This design comes from an exercise in tuning for small area and a short achievable clock period on the open sky130 flow, not from production work.
Where RTL was checked, it was by simulation tests only, not by an equivalence proof against the original.
No functional check of the RTL was part of run 1.

==> flow/design.v, too long to show whole: its modules and the start of the top module <==
// module mas_ripple_carry_adder_4b: 18 lines
// module mas_ripple_carry_adder_8b: 27 lines
// module mas_ripple_carry_adder_16b: 27 lines
// module mas_ripple_carry_adder_32b: 27 lines
// module mas_mul_vedic_2x2: 10 lines
// module mas_mul_vedic_4x4: 46 lines
// module mas_mul_vedic_8x8: 46 lines
// module mas_mul_vedic_16x16: 46 lines
// module mas_mul_vedic_32x32: 2139 lines
// module mas_mul_fa: 4 lines
// module mas_mul_ha: 4 lines
// module mas_mul_bsel: 3 lines
// module mas_mul_bseli: 3 lines
module mas_mul_vedic_32x32 (
  input               clk,
  input               rstn,
  input        [31:0] in1,
  input        [31:0] in2,
  output logic [63:0] res
);
  // ...
==> flow/flow/run.sh <==
#!/bin/bash
# The standard layout, with plain buffers (not delay cells) on the ports.
export BUFFER_PORTS_ARGS="-buffer_cell sky130_fd_sc_hd__buf_2"
bash standard.sh > standard.log 2>&1
==> flow/standard.sh <==
#!/bin/bash
# synth_recipe.tcl (not shown) runs the flow's synth.tcl, then flattens the netlist and writes it again
# the make line also repeats each setting of config.mk as NAME=value (left out here)
make -C /OpenROAD-flow-scripts/flow DESIGN_CONFIG=/design/flow/config.mk WORK_HOME=/design/flow/orfs CLKGATE_MAP_FILE= SYNTH_SCRIPT=/design/flow/synth_recipe.tcl "${@:-finish}"
==> flow/config.mk <==
export PLATFORM = sky130hd
export DESIGN_NAME = mas_mul_vedic_32x32
export DESIGN_NICKNAME = mas_mul_vedic_32x32
export VERILOG_FILES = /design/flow/design.v
export SDC_FILE = /design/flow/constraint.sdc
export NUM_CORES = 4
export LEC_CHECK = 0
export ABC_AREA = 1
export CAP_MARGIN = 60
export CORE_MARGIN = 2
export CORE_UTILIZATION = 55
export CTS_BUF_LIST = sky130_fd_sc_hd__clkbuf_8
export SLEW_MARGIN = 60
export SYNTH_HIERARCHICAL = 1
==> flow/constraint.sdc <==
create_clock -name core_clock -period 25.0 [get_ports {clk}]
set_input_delay 5.0000 -clock core_clock [delete_from_list [all_inputs] [get_ports {clk}]]
set_output_delay 5.0000 -clock core_clock [all_outputs]
set_load 0.01 [all_outputs]
==> flow_summary.yaml, run 1 <==
status:
  outcome: "complete, no violations"
routing:
  drcViolationCount: 0
  vias: 22300
  dr_wl_met2_um: 40500
  ant_nets: 0
synthesis:
  yosysSeqAreaShare: 0.127
  syn_area_um2: 27000
  synth_top_family_by_area: "adder cells"
  synthSimpleGateAreaFrac: 0.0806
  syn-mean-instance-area_um2: 9.44
  yosysTopAreaCell: "fa_1"
  async_flop_share: 0.662
  synthAdderAreaFrac: 0.407
global_route:
  grt_max_degree: 59
  use_met2: 0.563
  grt-busiest-layer: "met2"
timing:
  fin_skew_ns: 0.0217
  finalHoldViolCount: 0
  fin_ws_ns: 18.85
  setup_viol_count_final: 0
  fin_crit_ns: 6.15
  holdWs_ns: 0.784
worst_hold_path:
  hold_depth: 2
  min_path_type: "flip-flop to flip-flop"
clock_tree:
  tritoncts: "yes"
  post_cts_buffers: 0
  numCtsBuffers: 17
critical_path:
  worstSetupStartpointType: "flip-flop"
  crit_chain: "buf_4 > o22ai_1 > xor2_1 > fa_1 > fa_1 > fa_1 > fa_1 > fa_1 > fa_1 > ha_1 > nand2_1 > nand2_1 > inv_1 > nor2_1 > nor2_1 > nand2_1 > a21oi_2 > nand2_4 > fa_1 > xor2_1"
  max_stage_delay_ns: 0.56
  timing.critical_path.from: "na[27]"
  reg2reg_slack_ns: 18.85
  crit_type: "flip-flop to flip-flop"
placed_design:
  gp_congestion: 0.892
final_layout:
  seq_cells: 145
  buf_share: 0.0394
  finish.utilization: 0.582
  n_antenna_cell: 0
  seq_share: 0.126
  multi_input_gates: 2268
floorplanning:
  core_area_um2: 48700
==> run 2: changes to the inputs <==
--- a/flow/design.v
+++ b/flow/design.v
@@ -253,23 +253,21 @@
   output logic [63:0] res
 );
 wire  [63:0] p;
 wire  [15:0] eone, etwo, eneg;
 logic [15:0] bone, btwo, bneg;    
 logic        nb31;                
 logic [31:0] na;                  
 always_ff @(posedge clk, negedge rstn) begin
-  if (!rstn) begin
-    na  <= '1;
-    res <= '0;
-  end else begin
-    na  <= ~in1;
-    res <= p;
-  end
+  if (!rstn) res <= '0;
+  else       res <= p;
+end
+always_ff @(posedge clk) begin
+  na <= ~(in1 & {32{rstn}});
 end
 always_ff @(posedge clk) begin
   bone <= eone;
   btwo <= etwo;
   bneg <= eneg;
 end
 always_ff @(posedge clk) begin
   nb31 <= ~in2[31];
==> flow/config.mk (replaced) <==
export PLATFORM = sky130hd
export DESIGN_NAME = mas_mul_vedic_32x32
export DESIGN_NICKNAME = mas_mul_vedic_32x32
export VERILOG_FILES = /design/flow/design.v
export SDC_FILE = /design/flow/constraint.sdc
export NUM_CORES = 4
export LEC_CHECK = 0
export ABC_AREA = 1
export CAP_MARGIN = 60
export CORE_MARGIN = 2
export CORE_UTILIZATION = 55
export SLEW_MARGIN = 60
export SYNTH_HIERARCHICAL = 1
==> flow_summary.yaml, run 2 <==
status:
  outcome: "complete, no violations"
placed_design:
  gp_congestion: 0.870
  dp_hpwl_um: 56600
  portBuffers: 129
worst_hold_path:
  worstHoldEndpoint: "res[0]"
  worstHoldStart: "bneg[0]"
  hold_depth: 2
  min_path_type: "flip-flop to flip-flop"
routing:
  vias_per_cell: 6.46
  drt_iter0_markers: 2335
  maxUsedRoutingLayer: "met5"
  dr_wl_met2_um: 39100
  wirelength_um: 86600
  vias: 22100
  routedWlPerCell_um: 25.3
  drcViolationCount: 0
  wl_met1_um: 34200
  wl_met3_um: 9490
  firstDrtPassIters: 6
  ant_nets: 0
floorplanning:
  dieArea_um2: 50600
  die_w_um: 225
  core_area_um2: 47900
  start_util: 0.560
  rows: 80
  die_y_um: 225
  io_pins: 130
final_layout:
  final_common_cell: "xor2_1"
  syn2layout_area_growth_pct: 5.65
  final_cell_mix: "xor2_1, o22ai_1, fa_1"
  post_route_cells_drive_above_1_share: 0.121
  largest_register: "res"
  largest_reg_flops: 64
  reg.largest.list: "res: 64 flops, na: 32 flops"
  layout.nets: 3443
global_route:
  grt-ovfl-total: 0
  grt_pass1_wl_um: 134000
  grt_max_degree: 47
  grt_pass1_vias: 23000
  antenna_found_initial: 5
  grt.total_usage: 0.351
critical_path:
  crit_chain: "buf_4 > o22ai_1 > xor2_1 > fa_1 > fa_1 > fa_1 > fa_1 > fa_1 > fa_1 > ha_1 > nand2_1 > nor2_1 > nand2_1 > nor2_1 > nand2_2 > nand2_4 > fa_1"
  rr_startpoint: "na[20]"
  crit_type: "flip-flop to flip-flop"
  worstPathRequired_ns: 25.37
  cp_max_fo: 33
  cpMostUsedCell: "fa_1"
  slowest_stage: "fa_1"
  r2r_end: "res[32]"
  r2r_cells: 17
  worstPathArrival_ns: 6.42
  worstSetupStartpointType: "flip-flop"
  setup.worst_path.end_class: "flip-flop"
  max_stage_delay_ns: 0.65
  reg2reg_slack_ns: 18.94
timing:
  setup_viol_count_final: 0
  tns_ns: 0
  drv_slew: 0
  relSlewSlack: 0.590
  holdWs_ns: 0.806
  fmax_ghz: 0.165
  rsz0062_at_grt: "no"
  fin_crit_ns: 6.06
  fin_skew_ns: 0.0250
  fin_crit_sh: 0.242
  tightest_slew_ns: 0.615
  finalHoldViolCount: 0
synthesis:
  ys.warnings.count: 7
  synthTopCellsByArea: "fa_1, xor2_1, o22ai_1"
  synth-edff-count: 0
  syn_inst: 2866
  syn-mean-instance-area_um2: 9.36
  synth_common_cells: "xor2_1, o22ai_1, fa_1"
  synth.distinct_cells: 36
  syn_area_um2: 26800
  synth_top_area_frac: 0.362
  synth_most_common_cell: "xor2_1"
  synthFlopType: "dfxtp_1"
  async_flop_share: 0.441
  yosysTopAreaCell: "fa_1"
  yosysSeqAreaShare: 0.120
  ys_seq_elements: 145
clock_tree:
  post_cts_buffers: 0
  clockRootBuffer: "clkbuf_16"
  path_clk_slew_ns: 0.07
  tritoncts: "yes"
  cts_buffer_depth: 2
  h-tree-depth: 4
  cts-resized-gates: 0
  cts_sinks: 145
  numCtsBuffers: 17
  clk_latency_ns: 0.52
  hold_buffers: 0
job:
  drv_cap: 0
-- run 2: cell count changes after synthesis, sizes merged --
cell,before,now
dfstp,32,0
nand2,298,330
inv,163,131
dfxtp,49,81
clkbuf,243,246
-- run 2: worst max-delay path by stage --
stage | to | slack [ns] | cells past startpoint | start
after floorplan | na[0] | 19.57 | 2 | rstn
after global placement | na[12] | 18.99 | 3 | rstn
after detailed placement | na[27] | 18.97 | 3 | rstn
after CTS | res[62] | 18.93 | 1 | res[62]
after global routing | res[32] | 18.73 | 17 | na[23]
final | res[32] | 18.94 | 17 | na[20]
-- run 2: per-stage QoR --
stage                     setup WS (ns)  instances  area (um2)  utilization
after floorplan                   19.57       2876       26900            -
after global placement            18.99       3384       27600        0.576
after detailed placement          18.97       3384       27700        0.578
after CTS                         18.93       3416       28300        0.591
after global routing              18.73       3417       28400        0.591
final                             18.94       3419       28400        0.591
-- run 2: final cells by class --
class | instances | area, um2
clock inverters | 13 | 154
flip-flops and latches | 145 | 3330
fillers | 4113 | 19600
well taps | 615 | 769
repair buffers | 193 | 1190
inverters | 131 | 492
multi-input cells | 2300 | 21900
diodes | 3 | 7.51
clock buffers | 19 | 475
-- run 2: metal layers --
metal  track usage  vias to the layer above
met3        0.0956                      280
met1         0.471                    11000
li1              -                     9355
met5             0                        -
met4         0.167                        2
met2         0.530                     1429
-- run 2: logic make-up (layout without fill, tap and decap cells) --
logic type,after synthesis,after routing,share of synthesized area
XOR/XNOR,565,565,0.184
AND/OR/NAND/NOR,550,550,0.0857
buffers and inverters,431,356,0.0640
other,1,14,0.000140
AO/OA/AOI/OAI,585,585,0.135
flip-flops,145,145,0.120
adder cells (fa/ha/maj),589,589,0.410
-- run 2: critical path, delay by kind of cell, from the launching register on --
kind | cells | cell delay, ns
xor gates and xnor gates | 1 | 0.20
and+or+nand+nor | 6 | 0.89
AOI/OAI and AO/OA | 1 | 0.20
DFF | 1 | 0.31
adders and majority gates | 8 | 3.83
buffers and inverters | 1 | 0.43
-- run 2: Yosys stat by module, one instance, submodules excluded --
module,area [um2],flops+latches,times used
mas_mul_fa,20.0,0,480
mas_mul_ha,12.5,0,41
mas_mul_vedic_32x32,16700,145,1
==> run 3: changes to the inputs <==
--- a/flow/config.mk
+++ b/flow/config.mk
@@ -8,6 +8,6 @@
 export ABC_AREA = 1
 export CAP_MARGIN = 60
 export CORE_MARGIN = 2
-export CORE_UTILIZATION = 55
+export CORE_UTILIZATION = 68
 export SLEW_MARGIN = 60
 export SYNTH_HIERARCHICAL = 1
==> flow_summary.yaml, run 3 <==
status:
  outcome: "complete, no violations"
final_layout:
  largest_register: "res"
  final_area_um2: 28200
  largest_reg_flops: 64
  final_cell_mix: "xor2_1, o22ai_1, fa_1"
  reg.largest.list: "res: 64 flops, na: 32 flops"
  syn2layout_area_growth_pct: 4.92
  layout.nets: 3441
  final_common_cell: "xor2_1"
  post_route_cells_drive_above_1_share: 0.119
timing:
  drv_slew: 0
  rsz0062_at_grt: "no"
  fin_skew_ns: 0.0175
  tightest_slew_ns: 0.590
  finalHoldViolCount: 0
  tns_ns: 0
  fin_crit_sh: 0.245
  setup_viol_count_final: 0
  fmax_ghz: 0.164
  relSlewSlack: 0.607
  fin_crit_ns: 6.11
critical_path:
  setup.worst_path.end_class: "flip-flop"
  worstPathRequired_ns: 25.38
  worstSetupStartpointType: "flip-flop"
  worstPathArrival_ns: 6.50
  cp_max_fo: 31
  crit_type: "flip-flop to flip-flop"
clock_tree:
  cts_sinks: 145
  clockRootBuffer: "clkbuf_16"
  path_clk_slew_ns: 0.07
  tritoncts: "yes"
  post_cts_buffers: 0
  cts-resized-gates: 0
  hold_buffers: 0
  cts_buffer_depth: 2
  clk_latency_ns: 0.51
  h-tree-depth: 4
  numCtsBuffers: 17
synthesis:
  ys.warnings.count: 7
  synth_common_cells: "xor2_1, o22ai_1, fa_1"
  synthTopCellsByArea: "fa_1, xor2_1, o22ai_1"
  async_flop_share: 0.441
  yosysTopAreaCell: "fa_1"
  synth_most_common_cell: "xor2_1"
  yosysSeqAreaShare: 0.120
  syn_area_um2: 26800
  synth_top_area_frac: 0.362
  syn_inst: 2866
  synth.distinct_cells: 36
  synthFlopType: "dfxtp_1"
  syn-mean-instance-area_um2: 9.36
  synth-edff-count: 0
  ys_seq_elements: 145
global_route:
  grt_max_degree: 52
  grt.total_usage: 0.427
  grt_pass1_wl_um: 134000
  grt-ovfl-total: 0
  antenna_found_initial: 7
  grt_pass1_vias: 24700
floorplanning:
  rows: 72
  core_area_um2: 38800
  io_pins: 130
  dieArea_um2: 41100
  die_y_um: 203
  start_util: 0.691
  die_w_um: 203
routing:
  vias: 22800
  routedWlPerCell_um: 25.6
  drcViolationCount: 0
  firstDrtPassIters: 7
  wirelength_um: 85100
  vias_per_cell: 6.87
  drt_iter0_markers: 2957
  ant_nets: 0
placed_design:
  dpl_cell_area_um2: 27600
  dp_hpwl_um: 54900
  gp_congestion: 0.876
  portBuffers: 129
job:
  drv_cap: 0
worst_hold_path:
  min_path_type: "flip-flop to flip-flop"
## run 3: changes by cell type in the layout (fill, tap and decap cells not counted), moves of 2 or more
cell,before,now
dfxtp_2,28,22
clkbuf_16,19,17
inv_4,1,5
diode_2,3,6
dfxtp_1,34,39
buf_4,48,45
## run 3: cell families (layout without fill, tap and decap cells)
kind of cell	count (synthesis)	after routing	share of synthesized area
and+or+nand+nor	550	550	0.0857
buffers and inverters	431	354	0.0640
other	1	17	0.000140
AOI/OAI and AO/OA	585	585	0.135
adders and majority gates	589	589	0.410
xor gates and xnor gates	565	565	0.184
DFF	145	145	0.120
## run 3: area by class of cell
class | instances | area [um2]
diodes | 6 | 15.0
clock buffers | 18 | 439
clock inverters | 14 | 121
fillers | 2943 | 10700
inverters | 131 | 492
multi-input cells | 2300 | 21900
flip-flops and latches | 145 | 3330
well taps | 518 | 648
repair buffers | 191 | 1180
## run 3: Yosys stat by module (local to each module, per instance)
| module | flip-flops and latches | copies in the design | cell area [um2] | cells inside |
|---|---|---|---|---|
| mas_mul_fa | 0 | 480 | 20.0 | 1 |
| mas_mul_ha | 0 | 41 | 12.5 | 1 |
| mas_mul_vedic_32x32 | 145 | 1 | 16700 | 2345 |
## run 3: worst paths after layout
| check | depth (start not counted) | slack (ns) | startpoint | end |
|---|---|---|---|---|
| max | 18 | 18.89 | na[29] | res[33] |
| min | 2 | 0.83 | bneg[0] | res[0] |
| max reg2reg | 18 | 18.89 | na[29] | res[33] |
| min reg2reg | 2 | 0.83 | bneg[0] | res[0] |
| max in group asynchronous | 2 | 19.78 | rstn | res[58] |
| min in group asynchronous | 1 | 4.42 | rstn | res[26] |
## run 3: per-layer routing
metal | share of wire | track usage
met1 | 0.36 | 0.536
met5 | 0.0011 | 0.00952
met4 | 0.058 | 0.240
met2 | 0.44 | 0.650
met3 | 0.14 | 0.146
## run 3: through the flow
step                      utilization  std cells  hold slack [ns]  setup slack, ns
final                           0.725       3323            0.831            18.89
after global routing            0.725       3320            0.850            18.66
after CTS                       0.725       3317            0.913            18.92
after detailed placement        0.710       3285            0.885            18.69
after global placement          0.707       3285            0.883            18.60
after floorplan                     -       2876            0.543            19.57
## run 3: worst max-delay path, stage by stage (launching register included)
cell     delay, ns
dfxtp_1       0.41
buf_4         0.43
o22ai_1       0.16
xor2_1        0.18
fa_1          0.49
fa_1          0.61
fa_1          0.48
fa_1          0.41
fa_1          0.51
fa_1          0.45
ha_1          0.33
nand2_1       0.13
nor2_1        0.06
nor2_1        0.11
nand2_1       0.07
a21oi_2       0.16
nand2_4       0.29
fa_1          0.51
xor2_1        0.15
==> run 4: changes to the inputs <==
--- a/flow/config.mk
+++ b/flow/config.mk
@@ -8,6 +8,6 @@
 export ABC_AREA = 1
 export CAP_MARGIN = 60
 export CORE_MARGIN = 2
-export CORE_UTILIZATION = 68
+export CORE_UTILIZATION = 40
 export SLEW_MARGIN = 60
 export SYNTH_HIERARCHICAL = 1
==> flow_summary.yaml, run 4 <==
synthesis:
  synth.distinct_cells: 36
  yosysSeqAreaShare: 0.120
  synth_compound_area_frac: 0.135
  synth_common_cells: "xor2_1, o22ai_1, fa_1"
  syn_inst: 2866
  synth_mux_area_frac: 0
  syn_area_um2: 26800
  syn-mean-instance-area_um2: 9.36
  async_flop_share: 0.441
  ys.warnings.count: 7
  synth-xor-area-share: 0.184
  synth_top_area_frac: 0.362
  yosysTopAreaCell: "fa_1"
  synthFlopType: "dfxtp_1"
  ys_seq_elements: 145
  synth_top_family_by_area: "adder cells"
  synthSimpleGateAreaFrac: 0.0857
  synth_most_common_cell: "xor2_1"
  synth-edff-count: 0
  synthAdderAreaFrac: 0.410
  synthTopCellsByArea: "fa_1, xor2_1, o22ai_1"
clock_tree:
  path_clk_slew_ns: 0.07
  numCtsBuffers: 17
  h-tree-depth: 4
  post_cts_buffers: 0
  cts_buffer_depth: 2
  clk_latency_ns: 0.50
  cts_sinks: 145
  clockRootBuffer: "clkbuf_16"
  hold_buffers: 0
  tritoncts: "yes"
  cts-resized-gates: 0
floorplanning:
  die_y_um: 263
  start_util: 0.406
  dieArea_um2: 69200
  rows: 94
  die_w_um: 263
  io_pins: 130
  core_area_um2: 66100
critical_path:
  setup.worst_path.end_class: "primary output"
  worstPathRequired_ns: 20.00
  worstPathArrival_ns: 1.03
  crit_chain: "buf_2"
  crit_type: "flip-flop to primary output"
  worstSetupStartpointType: "flip-flop"
  max_stage_delay_ns: 0.38
  slowest_stage: "dfrtp_1"
  cp_max_fo: 1
  crit_buf_inv: 1
  cpLargestDelayFamily: "flip-flops"
placed_design:
  dpl_cell_area_um2: 28100
  gp_congestion: 0.861
  portBuffers: 129
  dp_hpwl_um: 57600
  post-place-ws_ns: 18.57
timing:
  fin_skew_ns: 0.0243
  finalHoldViolCount: 0
  tightest_slew_ns: 0.634
  fmax_ghz: 0.166
  tns_ns: 0
  fin_crit_sh: 0.241
  relSlewSlack: 0.577
  fin_ws_ns: 18.97
  rsz0062_at_grt: "no"
  fin_crit_ns: 6.03
  drv_slew: 0
  setup_viol_count_final: 0
final_layout:
  final_cell_mix: "xor2_1, o22ai_1, fa_1"
  largest_register: "res"
  largest_reg_flops: 64
  layout.nets: 3451
  finish.utilization: 0.435
  final_area_um2: 28700
  n_antenna_cell: 0
  reg.largest.list: "res: 64 flops, na: 32 flops"
  post_route_cells_drive_above_1_share: 0.127
  final_common_cell: "xor2_1"
  syn2layout_area_growth_pct: 7.12
global_route:
  grt-ovfl-total: 0
  grt.total_usage: 0.266
  grt_pass1_wl_um: 142000
  antenna_found_initial: 0
  grt_pass1_vias: 24500
  grt_max_degree: 51
routing:
  vias_per_cell: 6.21
  drcViolationCount: 0
  firstDrtPassIters: 6
  wirelength_um: 92600
  ant_nets: 0
  routedWlPerCell_um: 25.2
  drt_iter0_markers: 2700
  vias: 22800
worst_hold_path:
  min_path_type: "flip-flop to flip-flop"
job:
  drv_cap: 0
status:
  outcome: "complete, no violations"
run 4: cell counts after synthesis:
No cell type changed its count.
run 4: logic make-up (layout without fill, tap and decap cells):
kind of cell	count (synthesis)	count (layout)
fa+ha+maj	589	589
compound gates	585	585
xor+xnor	565	565
simple gates	550	550
buf+inv	431	364
flops	145	145
other cells	1	11
run 4: Yosys stat by module (local to each module, per instance):
| module | area (um2) | cells inside |
|---|---|---|
| mas_mul_ha | 12.5 | 1 |
| mas_mul_vedic_32x32 | 16700 | 2345 |
| mas_mul_fa | 20.0 | 1 |
run 4: worst paths after layout:
check / startpoint / cells past startpoint / end / slack [ns]
max: res[25] / 1 / res[25] / 18.97
max in group asynchronous: rstn / 2 / res[19] / 19.71
min reg2reg: bneg[0] / 2 / res[0] / 0.78
min in group asynchronous: rstn / 1 / res[24] / 4.41
max reg2reg: na[22] / 17 / res[32] / 19.02
min: bneg[0] / 2 / res[0] / 0.78
run 4: layout make-up:
class	instances	area, um2
Fill cell	6331	37300
Multi-Input combinational cell	2300	21900
Sequential cell	145	3330
Timing Repair Buffer	201	1320
Tap cell	864	1080
Inverter	131	492
Clock buffer	19	454
Clock inverter	13	145
run 4: stage by stage:
step                      hold slack, ns  cells
after floorplan                    0.543   2876
final                              0.775   3673
after CTS                          0.800   3670
after global routing               0.807   3673
after detailed placement           0.791   3638
after global placement             0.895   3638
run 4: per-layer routing:
| metal | up-vias | routed length [um] | GRT usage |
|---|---|---|---|
| met4 | 0 | 3950 | 0.122 |
| met3 | 360 | 11300 | 0.0879 |
| met1 | 11300 | 34900 | 0.328 |
| li1 | 9351 | - | - |
| met2 | 1761 | 42500 | 0.423 |
| met5 | - | 0 | 0 |
run 4: worst reg2reg max path, stage by stage (launching register included):
cell	delay, ns
dfxtp_1	0.32
buf_4	0.43
o22ai_1	0.23
xor2_1	0.19
fa_1	0.49
fa_1	0.60
fa_1	0.46
fa_1	0.44
fa_1	0.52
fa_1	0.42
ha_1	0.34
nand2_1	0.10
nor2_1	0.14
nand2_1	0.06
nor2_1	0.12
nand2_2	0.08
nand2_4	0.37
fa_1	0.53
==> run 5: changes to the inputs <==
--- a/flow/config.mk
+++ b/flow/config.mk
@@ -8,6 +8,6 @@
 export ABC_AREA = 1
 export CAP_MARGIN = 60
 export CORE_MARGIN = 2
-export CORE_UTILIZATION = 40
+export CORE_UTILIZATION = 45
 export SLEW_MARGIN = 60
 export SYNTH_HIERARCHICAL = 1
==> flow_summary.yaml, run 5 <==
status:
  outcome: "complete, no violations"
final_layout:
  n_antenna_cell: 0
  largest_reg_flops: 64
  reg.largest.list: "res: 64 flops, na: 32 flops"
  syn2layout_area_growth_pct: 6.49
  final_common_cell: "xor2_1"
  nFillCells: 5521
  largest_register: "res"
  layout.cells.non_filler: 3579
  final_cell_mix: "xor2_1, o22ai_1, fa_1"
  post_route_cells_drive_above_1_share: 0.126
  finish.utilization: 0.484
  layout.nets: 3448
  multi_input_area_um2: 21900
  seqCellArea_um2: 3330
critical_path:
  slowest_stage: "dfrtp_1"
  setup.worst_path.end_class: "primary output"
  cpLargestDelayFamily: "flip-flops"
  crit_buf_inv: 1
  worstPathRequired_ns: 20.00
  timing.critical_path.from: "res[48]"
  path_depth: 1
  crit_chain: "buf_2"
  crit_type: "flip-flop to primary output"
  worstSetupStartpointType: "flip-flop"
  cp_max_fo: 1
  worstSetupEndpoint: "res[48]"
  worstPathArrival_ns: 1.03
  max_stage_delay_ns: 0.39
  reg2reg_slack_ns: 19.07
  r2r_cells: 19
  r2r_end: "res[61]"
  rr_startpoint: "na[13]"
global_route:
  antenna_found_initial: 1
  grt_pass1_wl_um: 139000
  grt.total_usage: 0.297
  grt_max_degree: 53
  grt-ovfl-total: 0
  grt_pass1_vias: 24000
synthesis:
  synthFlopType: "dfxtp_1"
  ys_seq_elements: 145
  synthTopCellsByArea: "fa_1, xor2_1, o22ai_1"
  synth_most_common_cell: "xor2_1"
  ys.warnings.count: 7
  synth.distinct_cells: 36
  synth_top_area_frac: 0.362
  synth_common_cells: "xor2_1, o22ai_1, fa_1"
  async_flop_share: 0.441
  yosysTopAreaCell: "fa_1"
  syn-mean-instance-area_um2: 9.36
  yosysSeqAreaShare: 0.120
  syn_area_um2: 26800
  synth-edff-count: 0
  syn_inst: 2866
timing:
  relSlewSlack: 0.592
  rsz0062_at_grt: "no"
  fin_skew_ns: 0.0275
  tightest_slew_ns: 0.613
  fin_crit_sh: 0.241
  finalHoldViolCount: 0
  fmax_ghz: 0.166
  fin_crit_ns: 6.03
  tns_ns: 0
  setup_viol_count_final: 0
  holdWs_ns: 0.830
  drv_slew: 0
routing:
  routedWlPerCell_um: 25.0
  ant_nets: 0
  wirelength_um: 89600
  firstDrtPassIters: 8
  drcViolationCount: 0
  drt_iter0_markers: 2282
  vias_per_cell: 6.31
  vias: 22600
clock_tree:
  numCtsBuffers: 17
  h-tree-depth: 4
  path_clk_slew_ns: 0.08
  hold_buffers: 0
  cts_sinks: 145
  tritoncts: "yes"
  post_cts_buffers: 0
  clockRootBuffer: "clkbuf_16"
  clk_latency_ns: 0.51
  cts-resized-gates: 0
  cts_buffer_depth: 2
floorplanning:
  start_util: 0.455
  die_w_um: 248
  dieArea_um2: 61600
  core_area_um2: 59000
  rows: 89
  io_pins: 130
  die_y_um: 248
placed_design:
  portBuffers: 129
  gp_congestion: 0.872
  dp_hpwl_um: 56800
  dp_cells: 3545
worst_hold_path:
  hold_depth: 2
  min_path_type: "flip-flop to flip-flop"
  worstHoldStart: "bneg[0]"
job:
  drv_cap: 0
[run 5: cell types whose count changed in the layout (fill, tap and decap cells not counted), sizes merged]
| cell | previous run | this run |
|---|---|---|
| buf | 200 | 197 |
| clkbuf | 20 | 19 |
| inv | 138 | 139 |
[run 5: area by class of cell]
| cell class | count | share of cell area |
|---|---|---|
| sequential | 145 | 0.117 |
| clock buffer | 18 | 0.0150 |
| timing repair buffer | 198 | 0.0440 |
| inverter | 131 | 0.0172 |
| multi-input combinational | 2300 | 0.767 |
| clock inverter | 14 | 0.00582 |
| tap | 773 | 0.0338 |
[run 5: cells by family (layout without fill, tap and decap cells)]
| logic type | count (synthesis) | in the layout | synth area share |
|---|---|---|---|
| buf+inv | 431 | 361 | 0.0640 |
| xor+xnor | 565 | 565 | 0.184 |
| compound gates | 585 | 585 | 0.135 |
| other cells | 1 | 11 | 0.000140 |
| simple gates | 550 | 550 | 0.0857 |
| fa+ha+maj | 589 | 589 | 0.410 |
| flops | 145 | 145 | 0.120 |
[run 5: worst register-to-register path: stages, from the launching register on]
cell     delay, ns
dfxtp_2       0.34
buf_4         0.47
o22ai_1       0.22
xor2_1        0.19
fa_1          0.46
fa_1          0.57
fa_1          0.46
fa_1          0.41
fa_1          0.51
fa_1          0.41
ha_1          0.34
nand2_1       0.09
nor2_2        0.23
nand2_2       0.21
inv_1         0.16
nand2_1       0.20
nor4_1        0.25
nand2_1       0.12
nand3_1       0.10
nand2_1       0.06
[run 5: layer usage]
metal | GRT usage | part of all wire
met5 | 0 | 0.00015
met4 | 0.133 | 0.041
met3 | 0.0863 | 0.12
met2 | 0.464 | 0.46
met1 | 0.383 | 0.39
[run 5: through the flow]
step	setup WS, ns	area (um2)
global route	18.70	28600
CTS	18.90	28500
global placement	18.52	27800
detailed placement	18.81	27900
finish	18.97	28600
floorplan	19.57	26900
[run 5: worst min-delay path by stage]
stage          endpoint  slack (ns)
2_1_floorplan    res[0]        0.54
3_3_place_gp     res[0]        0.93
3_5_place_dp     res[0]        0.81
4_1_cts          res[0]        0.84
5_1_grt          res[0]        0.86
6_report         res[0]        0.83
[run 5: per-module statistics from Yosys, one instance, submodules excluded]
| module | cells | area (um2) | times used |
|---|---|---|---|
| mas_mul_fa | 1 | 20.0 | 480 |
| mas_mul_ha | 1 | 12.5 | 41 |
| mas_mul_vedic_32x32 | 2345 | 16700 | 1 |

[afterwards: timing with drivers on the ports]
Ports are ideal in the flow. The routed layouts listed here were re-timed in OpenROAD.
Step 1 (the two cells are an assumption about what drives the block):
set clk [get_ports {clk}]
set_driving_cell -lib_cell sky130_fd_sc_hd__clkbuf_16 $clk
set_driving_cell -lib_cell sky130_fd_sc_hd__buf_2 [delete_from_list [all_inputs] $clk]
Step 2 also shifts input and output timing later by t, the mid clock arrival at the registers, as if the neighbouring blocks saw the same clock.
Slacks: ideal / step 1 / step 2; pairs: ideal / step 1.
run | t, ns | slack for setup (ns) | worst data-port slew with drivers (ns)
run 1 | 0.631 | 18.853 / 18.833 / 18.853 | 0.07
run 2 | 0.562 | 18.944 / 18.909 / 18.944 | 0.07
run 3 | 0.559 | 18.885 / 18.885 / 18.885 | 0.07
run 4 | 0.551 | 18.972 / 18.912 / 18.830 | 0.05
run 5 | 0.557 | 18.966 / 18.905 / 18.826 | 0.06
After both steps every run listed still meets setup and hold. For run 4, which loses most, drivers alone change the setup slack by -0.060 ns; drivers and shift together by -0.142 ns.
